This is an optimization exercise on Yosys and OpenROAD, whose aim is small area and a short achievable clock period, not a production implementation.
In this exercise RTL edits were held to simulation tests only and were not proved equivalent to the original.
No activity file was given, so power comes from the tool's default toggle rates.

==> flow/design.v, too long to show whole: its modules and the start of the top module <==
// module counter: 2251 lines
// module cnt_grp: 11 lines
// module cnt_nor2: 3 lines
// module cnt_nand2: 3 lines
// module cnt_inv: 3 lines
// module cnt_andn: 3 lines
module counter(out,data,load,reset,clk);
  // ...
==> flow/flow/run.sh <==
#!/bin/bash
export BUFFER_PORTS_ARGS="-buffer_cell sky130_fd_sc_hd__buf_1"
export PLACE_PINS_ARGS="-min_distance 1 -min_distance_in_tracks"
cp standard.sh standard.sh.txt
bash standard.sh > standard.log 2>&1
==> flow/standard.sh <==
#!/bin/bash
# synth_recipe.tcl (not shown) runs the flow's synth.tcl, then flattens the netlist and writes it again
# the make line also repeats each setting of config.mk as NAME=value (left out here)
make -C /OpenROAD-flow-scripts/flow DESIGN_CONFIG=/design/flow/config.mk WORK_HOME=/design/flow/orfs CLKGATE_MAP_FILE= SYNTH_SCRIPT=/design/flow/synth_recipe.tcl "${@:-finish}"
==> flow/config.mk <==
export PLATFORM = sky130hd
export DESIGN_NAME = counter
export DESIGN_NICKNAME = counter
export VERILOG_FILES = /design/flow/design.v
export SDC_FILE = /design/flow/constraint.sdc
export NUM_CORES = 4
export LEC_CHECK = 0
export CAP_MARGIN = 20
export CORE_AREA = 4 4 556 176
export CTS_CLUSTER_DIAMETER = 60
export CTS_CLUSTER_SIZE = 20
export DIE_AREA = 0 0 560 180
export PLACE_DENSITY = 0.7
export SETUP_SLACK_MARGIN = 4.0
export SLEW_MARGIN = 20
export SYNTH_HIERARCHICAL = 1
export SYNTH_MINIMUM_KEEP_SIZE = 0
==> flow/constraint.sdc <==
create_clock -name core_clock -period 7.0 [get_ports {clk}]
set_input_delay 1.4000 -clock core_clock [delete_from_list [all_inputs] [get_ports {clk}]]
set_output_delay 1.4000 -clock core_clock [all_outputs]
set_load 0.01 [all_outputs]
==> qor.yml, run 1 <==
min_path_cells: 2
nets: 8623
antennaDiodeCount: 101
largest_registers: "out (939)"
drt_iter0_markers: 6071
port_buffers: 1880
slowest_stage: "dfrtp_1"
p_clk_uw: 3310
multi_input_comb_area_sq_um: 28400
maxPowerGroup: "registers"
io_pins: 1881
relSlewSlack: 0.185
worstReg2RegStart: "out[717]"
largestClassByArea: "multi-input combinational cells"
fillCellCount: 7811
worst_slew_pin_slew_ns: 1.22
setup-violations-final: 0
postLayoutSetupSlackWorst_ns: 3.91
met1_length_mm: 88.4
cap_viol_max_count: 0
met2_length_mm: 98.1
rows: 62
stdcell_count: 8794
grt_util_met3: 0.228
status: "no timing/DRC/antenna violations"
cts_sinks: 939
hp-class: "reg -> reg"
syn_area_per_cell_sq_um: 9.44
slew_violations: 0
grt_pass1_vias: 50400
clk_pin_slew_ns: 0.10
firstDrtPassIters: 7
==> run 2: changes to the inputs <==
--- a/flow/config.mk
+++ b/flow/config.mk
@@ -11,6 +11,6 @@
 export CTS_CLUSTER_SIZE = 20
 export DIE_AREA = 0 0 560 180
-export PLACE_DENSITY = 0.7
-export SETUP_SLACK_MARGIN = 4.0
+export PLACE_DENSITY = 0.5
+export SETUP_SLACK_MARGIN = 4.1
 export SLEW_MARGIN = 20
 export SYNTH_HIERARCHICAL = 1
==> qor.yml, run 2 <==
rows: 62  # unchanged
hpwl_mm: 173  # was 194 mm
r2r_slack_ns: 3.95  # was 3.91 ns
drive_gt1_frac: 0.177  # was 0.148
start_kind: "register"  # unchanged
place.gp.congestion: 1.05  # was 1.20
p_leak_uw: 0.0251  # was 0.0243 uW
skew_ns: 0.0240  # was 0.0398 ns
cp_data_arrival_time_ns: 3.62  # was 3.65 ns
cts_root_buffer: "clkbuf_16"  # unchanged
initial_utilization: 0.536  # unchanged
power.total_uw: 12400  # about the same
wire_per_inst_microns: 25.0  # was 27.5 microns
hold_path_end: "out[0]"  # was out[249]
netlist_instances: 5284  # unchanged
totalWireLength_mm: 223  # was 242 mm
cts-buffers-inserted: 52  # unchanged
reg2reg_to: "out[600]"  # was out[788]
nets: 8741  # was 8623
port_buffers: 1880  # unchanged
regMostFlops: "out"  # unchanged
clockBufferDepth: 3  # unchanged
end_kind: "register"  # unchanged
grt_overflow: 0  # unchanged
cts_sinks: 939  # unchanged
yosys_warnings: 7  # unchanged
grt_start_max_net_pins: 224  # was 212
drcViolationCount: 0  # unchanged
status: "no timing/DRC/antenna violations"  # unchanged
die_height_microns: 180  # unchanged
die-area_sq_um: 101000  # unchanged
ff2ff_path_depth: 13  # was 12
slew_violations: 0  # unchanged
worst_slew_pin_slew_ns: 1.13  # was 1.22 ns
io_pins: 1881  # unchanged
worstReg2RegStart: "out[275]"  # was out[717]
critPathMaxFanout: 3  # was 5
vias_per_cell: 5.91  # was 6.13
clock_latency_ns: 0.68  # was 0.70 ns
final_cell_mix: "1872 x buf_1, 872 x dfrtp_1, 840 x nor2_1"  # was 1878 x buf_1, 890 x nor2_1, 870 x dfrtp_1
firstDrtPassIters: 6  # was 7
syn_area_per_cell_sq_um: 9.44  # unchanged
grt_pass1_vias: 49700  # was 50400
power.density_nw_per_um2: 185  # was 191 nW/um^2
relSlewSlack: 0.248  # was 0.185
num_vias: 52600  # was 53900
antenna_found_initial: 114  # was 111
min_path_cells: 2  # unchanged
setup_tns_ns: 0  # unchanged
cts_tree: "yes"  # unchanged
grt.total_usage: 0.411  # was 0.454
core_area_sq_um: 93000  # unchanged
grt_first_pass_wirelength_mm: 311  # was 340 mm
h-tree-depth: 2  # unchanged
syn_area_sq_um: 49900  # unchanged
cap_viol_max_count: 0  # unchanged
hp-start: "out[0]"  # was out[249]
critPathKind: "reg -> reg"  # unchanged
largest_reg_flops: 939  # unchanged
setup-violations-final: 0  # unchanged
fin_crit_sh: 0.436  # was 0.441
hp-class: "reg -> reg"  # unchanged
clk_pin_slew_ns: 0.10  # about the same
area_delta_synth_final_pct: 34.1  # was 30.3%
rsz0062_at_grt: "true"  # unchanged
max_freq_ghz: 0.328  # was 0.324 GHz
ir_drop_mv: 0.175  # was 0.180 mV
syn_nets: 6462  # unchanged
drt_iter0_markers: 4864  # was 6071
die_width_microns: 560  # unchanged
largest_registers: "out (939)"  # unchanged
period_minus_slack_ns: 3.05  # was 3.09 ns
hold_viol_final: 0  # unchanged
ant_nets: 0  # unchanged
crit_required_ns: 7.56  # about the same
final_common_cell: "buf_1"  # unchanged
## run 2: repair_timing
action / in CTS / in global routing
setup endpoints to repair: 867 / 593
pin swaps: 89 / 218
endpoints found under the hold margin: 0 / 0
gates resized for setup: 527 / 531
hold buffers: 0 / 0
buffers inserted: 97 / 206
## run 2: final cells by class
cell class	instances	area (sq um)
clock buffer	54	1330
antenna	102	255
timing repair buffer	2225	10400
inverter	140	553
multi-input combinational	4205	29200
tap	1248	1560
fill	7569	26100
sequential	939	23600
## run 2: worst max-delay path by stage
stage	startpoint	slack (ns)	depth (start not counted)	endpoint
detailed placement	out[0]	2.22	13	out[484]
global placement	out[0]	2.37	13	out[484]
floorplan	out[0]	4.09	13	out[900]
global route	out[1]	3.91	17	out[862]
finish	out[275]	3.95	13	out[600]
CTS	out[1]	4.04	14	out[868]
## run 2: stage by stage
step / instance area [sq um] / cells / worst slack [ns] / hold slack [ns] / utilization
6_report: 66900 / 8913 / 3.95 / 0.581 / 0.719
3_5_place_dp: 59000 / 8454 / 2.22 / 0.512 / 0.634
5_1_grt: 66900 / 8907 / 3.91 / 0.603 / 0.719
2_1_floorplan: 49900 / 5284 / 4.09 / 0.519 / -
4_1_cts: 63100 / 8605 / 4.04 / 0.577 / 0.678
3_3_place_gp: 59000 / 8454 / 2.37 / 0.473 / 0.634
## run 2: per-layer routing
| metal | global-route usage | wire, microns | vias up |
|---|---|---|---|
| met5 | 0.00370 | 230 | - |
| met4 | 0.330 | 20900 | 32 |
| met3 | 0.148 | 24200 | 1060 |
| met2 | 0.611 | 98900 | 2863 |
| met1 | 0.483 | 78300 | 25700 |
| li1 | - | - | 23000 |
## run 2: critical path: stages (launching register included)
cell and delay [ns]:
dfrtp_1 0.39, nand4_1 0.27, nor2_4 0.31, nand2_1 0.14, nor2_2 0.21, nand2_2 0.14, nor2_4 0.22, nand2_1 0.19
nor2_4 0.23, nand2_8 0.10, buf_4 0.16, inv_1 0.05, ha_2 0.25, mux2_2 0.26
## run 2: power breakdown
group	internal, uW	switching [uW]
logic	981	1520
registers	5930	651
clock network	1350	1930
total	8260	4100
==> run 3: changes to the inputs <==
--- a/flow/config.mk
+++ b/flow/config.mk
@@ -12,5 +12,5 @@
 export DIE_AREA = 0 0 560 180
 export PLACE_DENSITY = 0.5
-export SETUP_SLACK_MARGIN = 4.1
+export SETUP_SLACK_MARGIN = 3.9
 export SLEW_MARGIN = 20
 export SYNTH_HIERARCHICAL = 1
==> qor.yml, run 3 <==
status: "no timing/DRC/antenna violations"  # unchanged
setup_tns_ns: 0  # unchanged
grt_start_max_net_pins: 226  # was 224
initial_utilization: 0.536  # unchanged
vias_per_cell: 5.86  # was 5.91
hpwl_mm: 170  # was 173 mm
end_kind: "register"  # unchanged
final_cell_mix: "1878 x buf_1, 976 x nor2_1, 929 x dfrtp_1"  # was 1872 x buf_1, 872 x dfrtp_1, 840 x nor2_1
syn_nets: 6462  # unchanged
antenna_found_initial: 133  # was 114
area_delta_synth_final_pct: 27.1  # was 34.1%
slew_violations: 0  # unchanged
totalWireLength_mm: 216  # was 223 mm
drt_iter0_markers: 4955  # was 4864
clk_pin_slew_ns: 0.10  # about the same
netlist_instances: 5284  # unchanged
start_kind: "register"  # unchanged
rsz0062_at_grt: "true"  # unchanged
busiest_layer: "met2"  # unchanged
cts_root_buffer: "clkbuf_16"  # unchanged
power.total_uw: 12100  # was 12400 uW
clockBufferDepth: 3  # unchanged
hp-class: "reg -> reg"  # unchanged
clock_latency_ns: 0.68  # about the same
num_vias: 51100  # was 52600
p_leak_uw: 0.0235  # was 0.0251 uW
hold_ws_ns: 0.580  # was 0.581 ns
grt_pass1_vias: 48700  # was 49700
syn_area_sq_um: 49900  # unchanged
nets: 8538  # was 8741
cp_data_arrival_time_ns: 3.71  # was 3.62 ns
skew_ns: 0.0243  # was 0.0240 ns
grt_util_met3: 0.161  # was 0.148
relSlewSlack: 0.300  # was 0.248
yosys_warnings: 7  # unchanged
drcViolationCount: 0  # unchanged
grt_overflow: 0  # unchanged
setup-violations-final: 0  # unchanged
die_width_microns: 560  # unchanged
largest_reg_flops: 939  # unchanged
firstDrtPassIters: 6  # unchanged
ir_drop_mv: 0.175  # about the same
power.density_nw_per_um2: 191  # was 185 nW/um^2
place.gp.congestion: 1.06  # was 1.05
final_common_cell: "buf_1"  # unchanged
critPathMaxFanout: 5  # was 3
h-tree-depth: 2  # unchanged
max_freq_ghz: 0.318  # was 0.328 GHz
grt_use_met2: 0.591  # was 0.611
crit_required_ns: 7.56  # about the same
drive_gt1_frac: 0.109  # was 0.177
ant_nets: 0  # unchanged
cap_viol_max_count: 0  # unchanged
fin_crit_sh: 0.449  # was 0.436
grt_first_pass_wirelength_mm: 307  # was 311 mm
worst_slew_pin_slew_ns: 1.05  # was 1.13 ns
period_minus_slack_ns: 3.15  # was 3.05 ns
r2r_slack_ns: 3.85  # was 3.95 ns
syn_area_per_cell_sq_um: 9.44  # unchanged
cts_tree: "yes"  # unchanged
use_met1: 0.469  # was 0.483
hold_viol_final: 0  # unchanged
die-area_sq_um: 101000  # unchanged
rows: 62  # unchanged
cts_sinks: 939  # unchanged
wire_per_inst_microns: 24.7  # was 25.0 microns
die_height_microns: 180  # unchanged
critPathKind: "reg -> reg"  # unchanged
core_area_sq_um: 93000  # unchanged
regMostFlops: "out"  # unchanged
grt.total_usage: 0.406  # was 0.411
port_buffers: 1880  # unchanged
largest_registers: "out (939)"  # unchanged
io_pins: 1881  # unchanged
cts-buffers-inserted: 52  # unchanged
==> run 3: per-layer routing <==
metal,share of wire,vias up,routed length (microns)
met5,0.0027,-,591
met4,0.099,38,21400
met3,0.11,1067,23500
li1,-,22600,-
met2,0.43,2672,93700
met1,0.35,24800,76500
==> run 3: area by class of cell <==
type,count,area (sq um)
repair buffers,2022,8550
clock buffers,54,1330
well taps,1248,1560
inverters,140,533
flip-flops and latches,939,23500
multi-input cells,4205,27600
fillers,8018,29600
diodes,117,293
==> run 3: metrics by stage <==
step                      cells  setup slack, ns  area (sq um)   util
after floorplan            5284             3.94         49900      -
after global placement     8445             2.28         58900  0.633
after detailed placement   8445             2.04         58900  0.633
after CTS                  8542             3.83         61700  0.663
after global routing       8723             3.83         63400  0.681
final                      8725             3.85         63400  0.681
==> run 3: what timing repair did <==
action | in CTS | in global routing
hold buffers | 0 | 0
pin swaps | 41 | 83
setup buffers | 43 | 66
resized for setup | 299 | 241
setup endpoints to repair | 824 | 442
==> run 3: critical path, cell delays in order, from the launching register on <==
cell and delay [ns]:
dfrtp_1 0.44, nand4_1 0.21, nor2_4 0.21, nand2_1 0.16, nor2_4 0.22, nand2_1 0.23, nor2_4 0.26, nand2_1 0.25
nor2_1 0.17, nand2_1 0.17, nor2_2 0.19, ha_1 0.25, mux2_2 0.27
==> run 3: report_power, final <==
part	switching, uW	leakage (uW)	internal (uW)
registers	663	0.0106	5920
logic	1440	0.0123	881
clock network	1880	0.000655	1350
total	3990	0.0235	8150
==> run 3: path summary, 6_finish.rpt <==
check                           endpoint      from  cells past startpoint
worst max-delay path            out[724]  out[341]                     12
worst max register to register  out[724]  out[341]                     12
worst min register to register    out[0]    out[0]                      2
max in group asynchronous       out[497]     reset                      2
worst min-delay path              out[0]    out[0]                      2
min in group asynchronous        out[26]     reset                      1
==> run 4: changes to the inputs <==
--- a/flow/config.mk
+++ b/flow/config.mk
@@ -12,5 +12,5 @@
 export DIE_AREA = 0 0 560 180
 export PLACE_DENSITY = 0.5
-export SETUP_SLACK_MARGIN = 3.9
+export SETUP_SLACK_MARGIN = 4.0
 export SLEW_MARGIN = 20
 export SYNTH_HIERARCHICAL = 1
==> qor.yml, run 4 <==
hold_viol_final: 0  # unchanged
nets: 8595  # was 8538
ff2ff_path_depth: 12  # unchanged
setup-violations-final: 0  # unchanged
clk_pin_slew_ns: 0.09  # was 0.10 ns
die_width_microns: 560  # unchanged
h-tree-depth: 2  # unchanged
p_int_uw: 8190  # was 8150 uW
grt_overflow: 0  # unchanged
grt_first_pass_wirelength_mm: 307  # about the same
worstReg2RegStart: "out[777]"  # was out[341]
clockBufferDepth: 3  # unchanged
period_minus_slack_ns: 3.05  # was 3.15 ns
worst_slew_pin_slew_ns: 1.19  # was 1.05 ns
dp.cells: 8453  # was 8445
rows: 62  # unchanged
regMostFlops: "out"  # unchanged
grt_start_max_net_pins: 224  # was 226
critPathMaxFanout: 5  # unchanged
critical_path.max_stage_delay_ns: 0.44  # about the same
die-area_sq_um: 101000  # unchanged
hold_ws_ns: 0.616  # was 0.580 ns
cp_data_arrival_time_ns: 3.61  # was 3.71 ns
place.gp.congestion: 1.03  # was 1.06
hpwl_mm: 172  # was 170 mm
final_cell_mix: "1877 x buf_1, 926 x nor2_1, 878 x dfrtp_1"  # was 1878 x buf_1, 976 x nor2_1, 929 x dfrtp_1
cts_sinks: 939  # unchanged
setup_tns_ns: 0  # unchanged
firstDrtPassIters: 6  # unchanged
ir_drop_mv: 0.170  # was 0.175 mV
drt_iter0_markers: 4680  # was 4955
status: "no timing/DRC/antenna violations"  # unchanged
slowest_stage: "dfrtp_1"  # unchanged
end_kind: "register"  # unchanged
drcViolationCount: 0  # unchanged
hp-start: "out[938]"  # was out[0]
clock_latency_ns: 0.68  # about the same
hp-class: "reg -> reg"  # unchanged
syn_area_sq_um: 49900  # unchanged
vias_per_cell: 5.84  # was 5.86
rsz0062_at_grt: "true"  # unchanged
largest_registers: "out (939)"  # unchanged
cp_cell_sequence: "nand4_1 -> nor2_4 -> nand2_1 -> nor2_1 -> nand2_1 -> nor2_2 -> nand2_1 -> nor2_4 -> nand2_1 -> inv_1 -> ha_1 -> mux2_2"  # was nand4_1 -> nor2_4 -> nand2_1 -> nor2_4 -> nand2_1 -> nor2_4 -> nand2_1 -> nor2_1 -> nand2_1 -> nor2_2 -> ha_1 -> mux2_2
syn_nets: 6462  # unchanged
initial_utilization: 0.536  # unchanged
min_path_cells: 2  # unchanged
crit_required_ns: 7.56  # about the same
yosys_warnings: 7  # unchanged
totalWireLength_mm: 216  # about the same
core_area_sq_um: 93000  # unchanged
grt_pass1_vias: 48900  # was 48700
place_area_sq_um: 59000  # was 58900 sq um
hold_buffers: 0  # unchanged
num_vias: 51300  # was 51100
largest_reg_flops: 939  # unchanged
grt.total_usage: 0.405  # was 0.406
syn_area_per_cell_sq_um: 9.44  # unchanged
die_height_microns: 180  # unchanged
sw_frac_of_total: 0.330  # was 0.329
relSlewSlack: 0.206  # was 0.300
wire_per_inst_microns: 24.6  # was 24.7 microns
fin_area_sq_um: 64600  # was 63400 sq um
fin_crit_sh: 0.436  # was 0.449
power.density_nw_per_um2: 189  # was 191 nW/um^2
p_leak_uw: 0.0239  # was 0.0235 uW
power_frac_clock: 0.266  # about the same
reg2reg_to: "out[936]"  # was out[724]
r2r_slack_ns: 3.95  # was 3.85 ns
ant_nets: 0  # unchanged
cts_root_buffer: "clkbuf_16"  # unchanged
cap_viol_max_count: 0  # unchanged
drive_gt1_frac: 0.135  # was 0.109
final_common_cell: "buf_1"  # unchanged
power_frac_seq: 0.539  # was 0.542
power.total_uw: 12200  # was 12100 uW
cpMostUsedCell: "nand2_1"  # unchanged
cts-buffers-inserted: 52  # unchanged
max_freq_ghz: 0.327  # was 0.318 GHz
stdcell_count: 8795  # was 8725
p_switching_uw: 4030  # was 3990 uW
comb_power_share: 0.194  # was 0.192
skew_ns: 0.0395  # was 0.0243 ns
start_kind: "register"  # unchanged
cts_tree: "yes"  # unchanged
hold_path_end: "out[938]"  # was out[0]
slew_violations: 0  # unchanged
netlist_instances: 5284  # unchanged
area_delta_synth_final_pct: 29.5  # was 27.1%
port_buffers: 1880  # unchanged
fillCellCount: 7769  # was 8018
io_pins: 1881  # unchanged
antenna_found_initial: 136  # was 133
critPathKind: "reg -> reg"  # unchanged
==> run 4: power groups by stage <==
| stage | logic (uW) | clock network, uW | registers [uW] |
|---|---|---|---|
| floorplan | 763 | 0 | 6800 |
| global placement | 2170 | 0 | 6620 |
| detailed placement | 2210 | 0 | 6660 |
| CTS | 2260 | 3280 | 6560 |
| global route | 2540 | 3510 | 6670 |
| finish | 2370 | 3260 | 6590 |
==> run 4: layout make-up <==
| class | instances | area, sq um | share of cell area |
|---|---|---|---|
| multi-input cells | 4205 | 28100 | 0.435 |
| flip-flops and latches | 939 | 23600 | 0.365 |
| repair buffers | 2079 | 9150 | 0.142 |
| well taps | 1248 | 1560 | 0.0242 |
| clock buffers | 54 | 1330 | 0.0206 |
| inverters | 140 | 536 | 0.00829 |
| diodes | 130 | 325 | 0.00504 |
==> run 4: how the worst max path moves through the flow <==
stage	startpoint	to	slack, ns	cells past startpoint
final	out[777]	out[936]	3.95	12
after global routing	out[176]	out[308]	3.89	13
after CTS	out[129]	out[492]	3.96	12
after detailed placement	out[0]	out[508]	2.23	13
after global placement	out[0]	out[508]	2.32	13
after floorplan	out[0]	out[892]	4.02	13
==> run 4: timing repair <==
item,4_1_cts,5_1_grt
hold endpoints to repair,0,0
setup endpoints to repair,833,509
setup buffers,56,101
pin swaps,55,139
resized for setup,394,342
==> run 4: worst max-delay path: cells and delay by family (launching register included) <==
family / cells / cell delay [ns]
and+or+nand+nor: 9 / 1.94
adders and majority gates: 1 / 0.22
muxes: 1 / 0.26
buffers and inverters: 1 / 0.09
DFF: 1 / 0.44
==> run 4: layer usage <==
metal | share of wire | GRT usage | up-vias
met1 | 0.36 | 0.471 | 24900
met2 | 0.44 | 0.594 | 2741
met3 | 0.11 | 0.156 | 1032
met4 | 0.097 | 0.342 | 26
met5 | 0.0016 | 0 | -
li1 | - | - | 22700
==> run 4: through the flow <==
| step | utilization | setup WS, ns |
|---|---|---|
| 3_3_place_gp | 0.634 | 2.32 |
| 2_1_floorplan | - | 4.02 |
| 5_1_grt | 0.694 | 3.89 |
| 4_1_cts | 0.669 | 3.96 |
| 6_report | 0.694 | 3.95 |
| 3_5_place_dp | 0.634 | 2.23 |
==> run 5: changes to the inputs <==
--- a/flow/config.mk
+++ b/flow/config.mk
@@ -7,8 +7,8 @@
 export LEC_CHECK = 0
 export CAP_MARGIN = 20
-export CORE_AREA = 4 4 556 176
+export CORE_AREA = 4 4 596 186
 export CTS_CLUSTER_DIAMETER = 60
 export CTS_CLUSTER_SIZE = 20
-export DIE_AREA = 0 0 560 180
+export DIE_AREA = 0 0 600 190
 export PLACE_DENSITY = 0.5
 export SETUP_SLACK_MARGIN = 4.0
==> qor.yml, run 5 <==
status: "no timing/DRC/antenna violations"  # unchanged
grt_first_pass_wirelength_mm: 306  # was 307 mm
comb_power_share: 0.196  # was 0.194
syn_area_per_cell_sq_um: 9.44  # unchanged
cts_tree: "yes"  # unchanged
hold_ws_ns: 0.562  # was 0.616 ns
critical_path.max_stage_delay_ns: 0.36  # was 0.44 ns
die_width_microns: 600  # was 560 microns
grt_pass1_vias: 47900  # was 48900
totalWireLength_mm: 222  # was 216 mm
min_path_cells: 2  # unchanged
skew_ns: 0.0322  # was 0.0395 ns
slew_violations: 0  # unchanged
grt_start_max_net_pins: 182  # was 224
largest_registers: "out (939)"  # unchanged
fin_crit_sh: 0.443  # was 0.436
syn_area_sq_um: 49900  # unchanged
p_leak_uw: 0.0243  # was 0.0239 uW
hp-class: "reg -> reg"  # unchanged
port_buffers: 1880  # unchanged
ff2ff_path_depth: 14  # was 12
cts_root_buffer: "clkbuf_16"  # unchanged
cp_data_arrival_time_ns: 3.65  # was 3.61 ns
final_cell_mix: "1878 x buf_1, 895 x nor2_1, 879 x dfrtp_1"  # was 1877 x buf_1, 926 x nor2_1, 878 x dfrtp_1
crit_family: "simple AND/OR/NAND/NOR gates"  # unchanged
clk_pin_slew_ns: 0.10  # was 0.09 ns
setup-violations-final: 0  # unchanged
power_frac_seq: 0.536  # was 0.539
crit_required_ns: 7.55  # was 7.56 ns
clock_latency_ns: 0.68  # about the same
drcViolationCount: 0  # unchanged
power.total_uw: 12300  # was 12200 uW
antenna_found_initial: 144  # was 136
period_minus_slack_ns: 3.10  # was 3.05 ns
worst_slew_pin_slew_ns: 1.05  # was 1.19 ns
cts_sinks: 939  # unchanged
core_area_sq_um: 106000  # was 93000 sq um
num_vias: 50800  # was 51300
die-area_sq_um: 114000  # was 101000 sq um
vias_per_cell: 5.62  # was 5.84
grt.total_usage: 0.364  # was 0.405
area_delta_synth_final_pct: 31.5  # was 29.5%
cts-buffers-inserted: 52  # unchanged
drt_iter0_markers: 4079  # was 4680
relSlewSlack: 0.303  # was 0.206
start_kind: "register"  # unchanged
power_frac_clock: 0.268  # was 0.266
cp_num_buf_inv: 4  # was 1
syn_nets: 6462  # unchanged
cpMostUsedCell: "nor2_4"  # was nand2_1
setup_tns_ns: 0  # unchanged
regMostFlops: "out"  # unchanged
power.density_nw_per_um2: 187  # was 189 nW/um^2
max_freq_ghz: 0.322  # was 0.327 GHz
netlist_instances: 5284  # unchanged
drive_gt1_frac: 0.150  # was 0.135
yosys_warnings: 7  # unchanged
nets: 8650  # was 8595
critPathMaxFanout: 4  # was 5
worstReg2RegStart: "out[1]"  # was out[777]
io_pins: 1881  # unchanged
hold_buffers: 0  # unchanged
reg2reg_to: "out[860]"  # was out[936]
end_kind: "register"  # unchanged
clockBufferDepth: 3  # unchanged
p_switching_uw: 4060  # was 4030 uW
cap_viol_max_count: 0  # unchanged
p_int_uw: 8210  # was 8190 uW
grt_overflow: 0  # unchanged
critPathKind: "reg -> reg"  # unchanged
hold_viol_final: 0  # unchanged
firstDrtPassIters: 5  # was 6
rsz0062_at_grt: "true"  # unchanged
postLayoutSetupSlackWorst_ns: 3.90  # was 3.95 ns
utilization: 0.618  # was 0.694
hold_path_end: "out[0]"  # was out[938]
crit_start: "out[1]"  # was out[777]
place_ws_ns: 1.98  # was 2.23 ns
place.gp.congestion: 1.04  # was 1.03
die_height_microns: 190  # was 180 microns
wire_per_inst_microns: 24.6  # about the same
hpwl_mm: 177  # was 172 mm
largest_reg_flops: 939  # unchanged
ant_nets: 0  # unchanged
final_common_cell: "buf_1"  # unchanged
slowest_stage: "dfrtp_1"  # unchanged
rows: 66  # was 62
h-tree-depth: 2  # unchanged
sw_frac_of_total: 0.331  # was 0.330
r2r_slack_ns: 3.90  # was 3.95 ns
initial_utilization: 0.470  # was 0.536
hp-start: "out[0]"  # was out[938]
ir_drop_mv: 0.193  # was 0.170 mV
cp_cell_sequence: "ha_2 -> nand3_4 -> nor2_4 -> buf_6 -> clkinvlp_4 -> nor2_4 -> inv_4 -> nor2_4 -> inv_2 -> nor2_4 -> nand2_4 -> nor2_4 -> ha_2 -> mux2_2"  # was nand4_1 -> nor2_4 -> nand2_1 -> nor2_1 -> nand2_1 -> nor2_2 -> nand2_1 -> nor2_4 -> nand2_1 -> inv_1 -> ha_1 -> mux2_2
-- run 5: stage by stage --
stage / instance area (sq um) / instances
after floorplan: 49900 / 5284
after global placement: 59200 / 8633
after detailed placement: 59200 / 8633
after CTS: 62800 / 8762
after global routing: 65600 / 9031
final: 65600 / 9036
-- run 5: worst max path at each step --
stage,endpoint,slack [ns],depth (start not counted)
2_1_floorplan,out[892],4.02,13
3_3_place_gp,out[508],2.00,13
3_5_place_dp,out[900],1.98,13
4_1_cts,out[388],3.95,13
5_1_grt,out[532],3.85,13
6_report,out[860],3.90,14
-- run 5: worst min-delay path, delay by kind of cell, from the launching register on --
family	cells	cell delay, ns
mux	1	0.06
flops	1	0.36
buf+inv	1	0.11
-- run 5: repair_timing --
item / in CTS / in global routing
setup endpoints to repair: 863 / 528
pin swaps: 77 / 147
buffers inserted: 75 / 138
resized for setup: 444 / 380
-- run 5: area by class of cell --
cell class              instances  area (sq um)
inverters                     140           547
repair buffers               2134          9640
flip-flops and latches        939         23600
clock buffers                  54          1330
fillers                      9717         40600
diodes                        136           340
well taps                    1428          1790
multi-input cells            4205         28400
-- run 5: metal layers --
metal  GRT usage  routed length, microns  part of all wire  vias up
met5           0                     103           0.00046        -
met4       0.320                   21000             0.095       14
met3       0.116                   19900             0.090      904
met1       0.427                   81400              0.37    24800
met2       0.543                   99400              0.45     2256
li1            -                       -                 -    22800
-- run 5: power by group through the flow --
stage	logic [uW]	clock network (uW)	registers [uW]
floorplan	763	0	6800
global placement	2190	0	6630
detailed placement	2230	0	6660
CTS	2280	3350	6560
global route	2580	3560	6660
finish	2400	3290	6580
==> run 6: changes to the inputs <==
--- a/flow/config.mk
+++ b/flow/config.mk
@@ -7,8 +7,8 @@
 export LEC_CHECK = 0
 export CAP_MARGIN = 20
-export CORE_AREA = 4 4 596 186
+export CORE_AREA = 4 4 526 176
 export CTS_CLUSTER_DIAMETER = 60
 export CTS_CLUSTER_SIZE = 20
-export DIE_AREA = 0 0 600 190
+export DIE_AREA = 0 0 530 180
 export PLACE_DENSITY = 0.5
 export SETUP_SLACK_MARGIN = 4.0
==> qor.yml, run 6 <==
status: "no timing/DRC/antenna violations"  # unchanged
power.density_nw_per_um2: 191  # was 187 nW/um^2
skew_ns: 0.0198  # was 0.0322 ns
drcViolationCount: 0  # unchanged
num_vias: 51500  # was 50800
p_leak_uw: 0.0237  # was 0.0243 uW
r2r_slack_ns: 3.91  # was 3.90 ns
slew_violations: 0  # unchanged
critPathKind: "reg -> reg"  # unchanged
clockBufferDepth: 3  # unchanged
start_kind: "register"  # unchanged
largest_registers: "out (939)"  # unchanged
syn_nets: 6462  # unchanged
max_freq_ghz: 0.323  # was 0.322 GHz
slowest_stage: "dfrtp_1"  # unchanged
final_cell_mix: "1877 x buf_1, 940 x nor2_1, 918 x dfrtp_1"  # was 1878 x buf_1, 895 x nor2_1, 879 x dfrtp_1
h-tree-depth: 2  # unchanged
worst_slew_pin_slew_ns: 1.00  # was 1.05 ns
syn_area_sq_um: 49900  # unchanged
grt_first_pass_wirelength_mm: 306  # about the same
setup_tns_ns: 0  # unchanged
die_width_microns: 530  # was 600 microns
period_minus_slack_ns: 3.09  # was 3.10 ns
rows: 62  # was 66
setup-violations-final: 0  # unchanged
firstDrtPassIters: 6  # was 5
cts-buffers-inserted: 52  # unchanged
dp.cells: 8386  # was 8633
place.gp.congestion: 1.07  # was 1.04
wire_per_inst_microns: 24.8  # was 24.6 microns
end_kind: "register"  # unchanged
fin_crit_sh: 0.442  # was 0.443
hpwl_mm: 168  # was 177 mm
core_area_sq_um: 88000  # was 106000 sq um
rsz0062_at_grt: "true"  # unchanged
cap_viol_max_count: 0  # unchanged
drive_gt1_frac: 0.121  # was 0.150
clock_latency_ns: 0.66  # was 0.68 ns
initial_utilization: 0.567  # was 0.470
die-area_sq_um: 95400  # was 114000 sq um
min_path_cells: 2  # unchanged
worstReg2RegStart: "out[297]"  # was out[1]
drt_iter0_markers: 4766  # was 4079
vias_per_cell: 5.93  # was 5.62
antenna_found_initial: 126  # was 144
io_pins: 1881  # unchanged
regMostFlops: "out"  # unchanged
grt.total_usage: 0.430  # was 0.364
ir_drop_mv: 0.203  # was 0.193 mV
hp-start: "out[0]"  # unchanged
area_delta_synth_final_pct: 27.7  # was 31.5%
netlist_instances: 5284  # unchanged
stdcell_count: 8689  # was 9036
grt_overflow: 0  # unchanged
totalWireLength_mm: 215  # was 222 mm
critical_path.max_stage_delay_ns: 0.43  # was 0.36 ns
ant_nets: 0  # unchanged
reg2reg_to: "out[548]"  # was out[860]
final_common_cell: "buf_1"  # unchanged
cp_data_arrival_time_ns: 3.63  # was 3.65 ns
hp-class: "reg -> reg"  # unchanged
grt_start_max_net_pins: 223  # was 182
critPathMaxFanout: 4  # unchanged
clk_pin_slew_ns: 0.09  # was 0.10 ns
grt_pass1_vias: 49100  # was 47900
syn_area_per_cell_sq_um: 9.44  # unchanged
nets: 8559  # was 8650
ff2ff_path_depth: 13  # was 14
cts_tree: "yes"  # unchanged
cts_root_buffer: "clkbuf_16"  # unchanged
hold_viol_final: 0  # unchanged
hold_path_end: "out[0]"  # unchanged
die_height_microns: 180  # was 190 microns
port_buffers: 1880  # unchanged
yosys_warnings: 7  # unchanged
cts_sinks: 939  # unchanged
crit_required_ns: 7.54  # was 7.55 ns
relSlewSlack: 0.330  # was 0.303
largest_reg_flops: 939  # unchanged
cp_cell_sequence: "nand4_1 -> nor2_4 -> buf_12 -> nand2_1 -> nor2_2 -> nand2_2 -> nor2_4 -> nand2_2 -> nor2_4 -> nand2_2 -> nor2_2 -> ha_1 -> mux2_2"  # was ha_2 -> nand3_4 -> nor2_4 -> buf_6 -> clkinvlp_4 -> nor2_4 -> inv_4 -> nor2_4 -> inv_2 -> nor2_4 -> nand2_4 -> nor2_4 -> ha_2 -> mux2_2
run 6: how the worst max path moves through the flow:
stage,startpoint,endpoint,slack [ns],cells after the start
2_1_floorplan,out[0],out[892],4.02,13
3_3_place_gp,out[0],out[508],2.41,14
3_5_place_dp,out[0],out[900],2.31,13
4_1_cts,out[0],out[492],3.93,14
5_1_grt,out[297],out[388],3.82,13
6_report,out[297],out[548],3.91,13
run 6: through the flow:
step                      area [sq um]  worst slack [ns]  hold slack (ns)  power [uW]   util
final                            63700              3.91            0.573       12200  0.724
after global routing             63700              3.82            0.598       12600  0.724
after global placement           58900              2.41            0.474        8770  0.669
after CTS                        61900              3.93            0.505       12100  0.704
after detailed placement         58900              2.31            0.491        8860  0.669
after floorplan                  49900              4.02            0.519        7570      -
run 6: timing repair:
| item | 4_1_cts | 5_1_grt |
|---|---|---|
| gates resized for setup | 373 | 262 |
| endpoints found under the setup margin | 831 | 526 |
| pin swaps | 46 | 96 |
| buffers inserted | 50 | 75 |
| endpoints found under the hold margin | 0 | 0 |
| hold buffers | 0 | 0 |
| cloned | 0 | 0 |
run 6: where the power goes:
group	internal [uW]	switching [uW]
registers	5920	658
clock network	1350	1900
logic	896	1470
total	8170	4020
run 6: worst max-delay path, delay by kind of cell, from the launching register on:
| kind | cells | cell delay, ns |
|---|---|---|
| and+or+nand+nor | 10 | 1.87 |
| DFF | 1 | 0.43 |
| muxes | 1 | 0.26 |
| adders and majority gates | 1 | 0.25 |
| buffers and inverters | 1 | 0.14 |
run 6: cell type report:
| type | instances | area (sq um) |
|---|---|---|
| multi-input combinational | 4205 | 27800 |
| fill | 7118 | 24300 |
| antenna | 124 | 310 |
| inverter | 140 | 536 |
| tap | 1184 | 1480 |
| timing repair buffer | 2043 | 8680 |
| clock buffer | 54 | 1330 |
| sequential | 939 | 23500 |
run 6: metal layers:
metal / vias up / GRT usage / part of all wire
met1: 24800 / 0.492 / 0.35
met2: 2919 / 0.625 / 0.44
li1: 22600 / - / -
met5: - / 0.0104 / 0.0022
met4: 28 / 0.395 / 0.11
met3: 1154 / 0.159 / 0.11

==> separate check: timing with driven ports <==
No port has a modelled driver above. Below, the same layouts with a new extraction and two added sets of constraints. Step 1 assumes that a clkbuf_16 drives the clock port and a buf_2 every other input. Step 2 moves the port delays by t, midway between the first and last clock arrival at a register: inputs arrive t later, outputs are due t later. That takes back most of the time a late clock gives input paths. Three values: no drivers, after step 1, after step 2; two values: the first two.
| run | shift t [ns] | setup slack, ns | hold WS [ns] | worst setup path at the end |
|---|---|---|---|---|
| run 1 | 0.766 | 3.914 / 3.914 / 3.219 | 0.624 / 0.624 / 0.624 | input to register |
| run 2 | 0.761 | 3.947 / 3.947 / 3.449 | 0.581 / 0.581 / 0.581 | input to register |
| run 3 | 0.758 | 3.854 / 3.854 / 3.284 | 0.580 / 0.580 / 0.580 | input to register |
| run 4 | 0.755 | 3.946 / 3.946 / 3.328 | 0.616 / 0.616 / 0.616 | input to register |
| run 5 | 0.752 | 3.898 / 3.898 / 3.362 | 0.562 / 0.562 / 0.562 | input to register |
| run 6 | 0.738 | 3.908 / 3.908 / 3.468 | 0.573 / 0.573 / 0.573 | input to register |
After both steps setup and hold are still met in every run listed. For run 1, which loses most, drivers alone change the setup slack by 0.000 ns; drivers and shift together by -0.695 ns.
